Context: an optimization exercise on an open-source flow, tuned for small area, a short achievable clock period and few clock cycles. The choices shown serve that exercise and are no tape-out recipe.
RTL that was checked went through simulation tests only; none was proved equivalent to the original.
Power and IR drop assume default switching activity.

==> inputs of run a <==
// alu
module alu(
	input wire clk,
	input wire reset,
	output reg [31:0] result,
	output done,
	input [2:0] sel,
	input [31:0] a,
	input [31:0] b
);
==> module add32sk, before the edit <==
module add32sk(input [31:0] a, input [31:0] b, input cin, output [31:0] s, output co);
	wire [31:0] p0 = a ^ b;
	wire [31:0] g0 = a & b;
	wire [31:0] G [0:5];
	wire [31:0] P [0:5];
	assign G[0] = {g0[31:1], g0[0] | (p0[0] & cin)};
	assign P[0] = p0;
	genvar l, i;
	generate
		for (l = 0; l < 5; l = l + 1) begin : lv
			for (i = 0; i < 32; i = i + 1) begin : n
				if (i & (1 << l)) begin
					assign G[l+1][i] = G[l][i] | (P[l][i] & G[l][((i >> l) << l) - 1]);
					assign P[l+1][i] = P[l][i] & P[l][((i >> l) << l) - 1];
				end else begin
					assign G[l+1][i] = G[l][i];
					assign P[l+1][i] = P[l][i];
				end
			end
		end
	endgenerate
	wire [31:0] c = G[5];
	assign s = p0 ^ {c[30:0], cin};
	assign co = c[31];
endmodule
==> module mod, before the edit <==
module mod(input wire clk, input wire reset, input [31:0] a, input [31:0] b,
           output [31:0] result, output reg done);
	reg [31:0] r;
	reg [4:0] cnt;
	reg start, busy;
	wire [4:0] pa, pb;
	msb32 ma(.x(a), .p(pa));
	msb32 mb(.x(b), .p(pb));
	wire [5:0] s = {1'b0, pa} - {1'b0, pb};
	wire pos = ~s[5] & (s[4:0] != 5'd0);
	wire [4:0] sh = start ? 5'd0 : cnt;
	wire [31:0] x = start ? a : r;
	wire [31:0] d1 = b << sh;
	wire [31:0] d0 = {1'b0, d1[31:1]};
	wire [31:0] t1, t0;
	wire nb1, nb0;
	add32sk sub1(.a(x), .b(~d1), .cin(1'b1), .s(t1), .co(nb1));
	add32sk sub0(.a(x), .b(~d0), .cin(1'b1), .s(t0), .co(nb0));
	wire last = (sh == 5'd0);
	wire two = ~last & ~nb1;
	wire fin = start ? ~pos : (last | (two & (sh == 5'd1)));
	always @(posedge clk) begin
		if (reset) begin
			start <= 1'b1;
			busy <= 1'b0;
			done <= 1'b0;
		end else if (start | busy) begin
			start <= 1'b0;
			busy <= ~fin;
			done <= fin;
		end
	end
	always @(posedge clk) begin
		if (start) begin
			r <= pos ? a : t1;
			cnt <= s[4:0];
		end else if (busy) begin
			if (nb1)
				r <= t1;
			else if (two & nb0)
				r <= t0;
			cnt <= sh - (two ? 5'd2 : 5'd1);
		end
	end
	assign result = r;
endmodule
==> module alu, before the edit <==
module alu(
	input wire clk,
	input wire reset,
	output reg [31:0] result,
	output done,
	input [2:0] sel,
	input [31:0] a,
	input [31:0] b
);
	wire sub = sel[2] & ~sel[0];
	wire [31:0] bx = b ^ {32{sub}};
	wire [31:0] s;
	wire co;
	add32sk add1(.a(a), .b(bx), .cin(sub), .s(s), .co(co));
	wire lt = (a[31] ^ b[31]) ? a[31] : s[31];
	wire [31:0] result_mod;
	mod mod1(.clk(clk), .reset(reset), .a(a), .b(b),
	         .result(result_mod), .done(done));
	always @(*) begin
		case (sel)
			3'd0: result = a & b;
			3'd1: result = a | b;
			3'd2: result = a ^ b;
			3'd3: result = ~(a | b);
			3'd4: result = {31'd0, lt};
			3'd7: result = result_mod;
			default: result = s;
		endcase
	end
endmodule
Settings: LEC_CHECK=0, CAP_MARGIN=20, CORE_MARGIN=2, CORE_UTILIZATION=40, SETUP_SLACK_MARGIN=5, SLEW_MARGIN=20, TNS_END_PERCENT=100; clock period 10.0 ns.
run.sh (not shown) runs the stock make flow with config.mk's settings and CLKGATE_MAP_FILE= SYNTH_SCRIPT=/design/flow/synth_recipe.tcl, a recipe that flattens the netlist after the stock synthesis.
==> run b (differences from run a) <==
--- a/flow/design.v
+++ b/flow/design.v
@@ -1,5 +1,6 @@
-module add32sk(input [31:0] a, input [31:0] b, input cin, output [31:0] s, output co);
-	wire [31:0] p0 = a ^ b;
-	wire [31:0] g0 = a & b;
+module add32sk(input [31:0] a, input [31:0] b, input cin, output [31:0] s, output co,
+               output [31:0] p0, output [31:0] g0);
+	assign p0 = a ^ b;
+	assign g0 = a & b;
 	wire [31:0] G [0:5];
 	wire [31:0] P [0:5];
@@ -33,6 +34,6 @@
 	msb32 mb(.x(b), .p(pb));
 	wire [5:0] s = {1'b0, pa} - {1'b0, pb};
-	wire pos = ~s[5] & (s[4:0] != 5'd0);
-	wire [4:0] sh = start ? 5'd0 : cnt;
+	wire pos = ~s[5] & (s[4:1] != 4'd0);	 
+	wire [4:0] sh = start ? 5'd1 : cnt;
 	wire [31:0] x = start ? a : r;
 	wire [31:0] d1 = b << sh;
@@ -43,6 +44,8 @@
 	add32sk sub0(.a(x), .b(~d0), .cin(1'b1), .s(t0), .co(nb0));
 	wire last = (sh == 5'd0);
+	wire [4:0] sh_m1 = sh - 5'd1;
+	wire [4:0] sh_m2 = sh - 5'd2;
 	wire two = ~last & ~nb1;
-	wire fin = start ? ~pos : (last | (two & (sh == 5'd1)));
+	wire fin = start ? (~pos & two) : (last | (two & (sh == 5'd1)));
 	always @(posedge clk) begin
 		if (reset) begin
@@ -58,6 +61,11 @@
 	always @(posedge clk) begin
 		if (start) begin
-			r <= pos ? a : t1;
-			cnt <= s[4:0];
+			if (pos)
+				r <= a;
+			else if (nb1)
+				r <= t1;
+			else
+				r <= t0;
+			cnt <= pos ? s[4:0] : 5'd0;
 		end else if (busy) begin
 			if (nb1)
@@ -65,5 +73,5 @@
 			else if (two & nb0)
 				r <= t0;
-			cnt <= sh - (two ? 5'd2 : 5'd1);
+			cnt <= two ? sh_m2 : sh_m1;
 		end
 	end
@@ -107,7 +115,7 @@
 	wire sub = sel[2] & ~sel[0];
 	wire [31:0] bx = b ^ {32{sub}};
-	wire [31:0] s;
+	wire [31:0] s, p, g;
 	wire co;
-	add32sk add1(.a(a), .b(bx), .cin(sub), .s(s), .co(co));
+	add32sk add1(.a(a), .b(bx), .cin(sub), .s(s), .co(co), .p0(p), .g0(g));
 	wire lt = (a[31] ^ b[31]) ? a[31] : s[31];
 	wire [31:0] result_mod;
@@ -116,8 +124,8 @@
 	always @(*) begin
 		case (sel)
-			3'd0: result = a & b;
-			3'd1: result = a | b;
-			3'd2: result = a ^ b;
-			3'd3: result = ~(a | b);
+			3'd0: result = g;
+			3'd1: result = g | p;
+			3'd2: result = p;
+			3'd3: result = ~(g | p);
 			3'd4: result = {31'd0, lt};
 			3'd7: result = result_mod;
==> flow/flow/run.sh (new file) <==
#!/bin/bash
# The standard layout, except that the port buffers are buf_4 cells: left to
# itself buffer_ports picks clkdlybuf4s50_1, a slow delay cell, for every port.
set -euo pipefail
bash standard.sh synth > make_synth.log 2>&1
bash standard.sh BUFFER_PORTS_ARGS="-buffer_cell sky130_fd_sc_hd__buf_4" finish > make_finish.log 2>&1
==> flow/standard.sh (new file) <==
#!/bin/bash
# synth_recipe.tcl (not shown) runs the flow's synth.tcl, then flattens the netlist and writes it again
# the make line also repeats each setting of config.mk as NAME=value (left out here)
make -C /OpenROAD-flow-scripts/flow DESIGN_CONFIG=/design/flow/config.mk WORK_HOME=/design/flow/orfs CLKGATE_MAP_FILE= SYNTH_SCRIPT=/design/flow/synth_recipe.tcl "${@:-finish}"
Settings changed: ABC_AREA set to 1, SETUP_SLACK_MARGIN 5 to 2.5.
removed: flow/run.sh
==> summary.md <==
| Metric | Value |
|---|---|
| Non-filler instance count after layout | 2479 |
| Number of global-route vias before repair | 12200 |
| Max rail drop VDD | 0.0001347 V |
| Seq pwr | 0.385 mW |
| Non-clock buffer total of the final layout | 115 |
| Met1 track demand over resource | 0.4080 |
| Status | no timing/DRC/antenna violations |
-- figures above: run b

==> summary.md <==
| Metric | Value |
|---|---|
| Seq pwr | 0.447 mW |
| Slew Limit Fails | 0 |
| RSZ-0062 raised after global routing | true |
| Max rail drop VDD | 0.0001548 V |
| Register area | 0.001175 mm^2 |
| Status | no timing/DRC/antenna violations |
| Met1 track demand over resource | 0.4430 |
| Diodes inserted | 0 |
| Setup crit end kind | primary output |
| Non-filler instance count after layout | 2126 |
| Number of global-route vias before repair | 12790 |
| Non-clock buffer total of the final layout | 292 |
| Metal3 WL | 4.323 mm |
| Initial Utilization | 0.4083 |
-- figures above: run a

Testbench counts of run b, summed over its fixed seeds: cycles 14,763.
Function not checked in run a: the RTL went through the layout flow alone.

## separate check: timing with driven ports
The flow's constraints put no driver on any port. The routed layouts listed below were extracted and timed again, unchanged, in two steps. Step 1 assumes that a clkbuf_16 drives the clock port and a buf_2 every other input. Step 2 moves the port delays by t, midway between the first and last clock arrival at a register: inputs arrive t later, outputs are due t later. That takes back most of the time a late clock gives input paths. a / b / c = no drivers / after step 1 / after step 2; a / b = the first two.
| run | t, ns | setup WS [ns] | worst setup path at the end | worst data-port slew with drivers (ns) |
|---|---|---|---|---|
| run a | 0.340 | 3.030 / 2.902 / 2.902 | input to output | 0.20 |
| run b | 0.347 | 2.883 / 2.853 / 2.853 | input to output | 0.05 |
After both steps every run listed still meets setup and hold. The setup slack of run a, which loses most, moves by -0.128 ns with the drivers and by -0.128 ns with both steps.
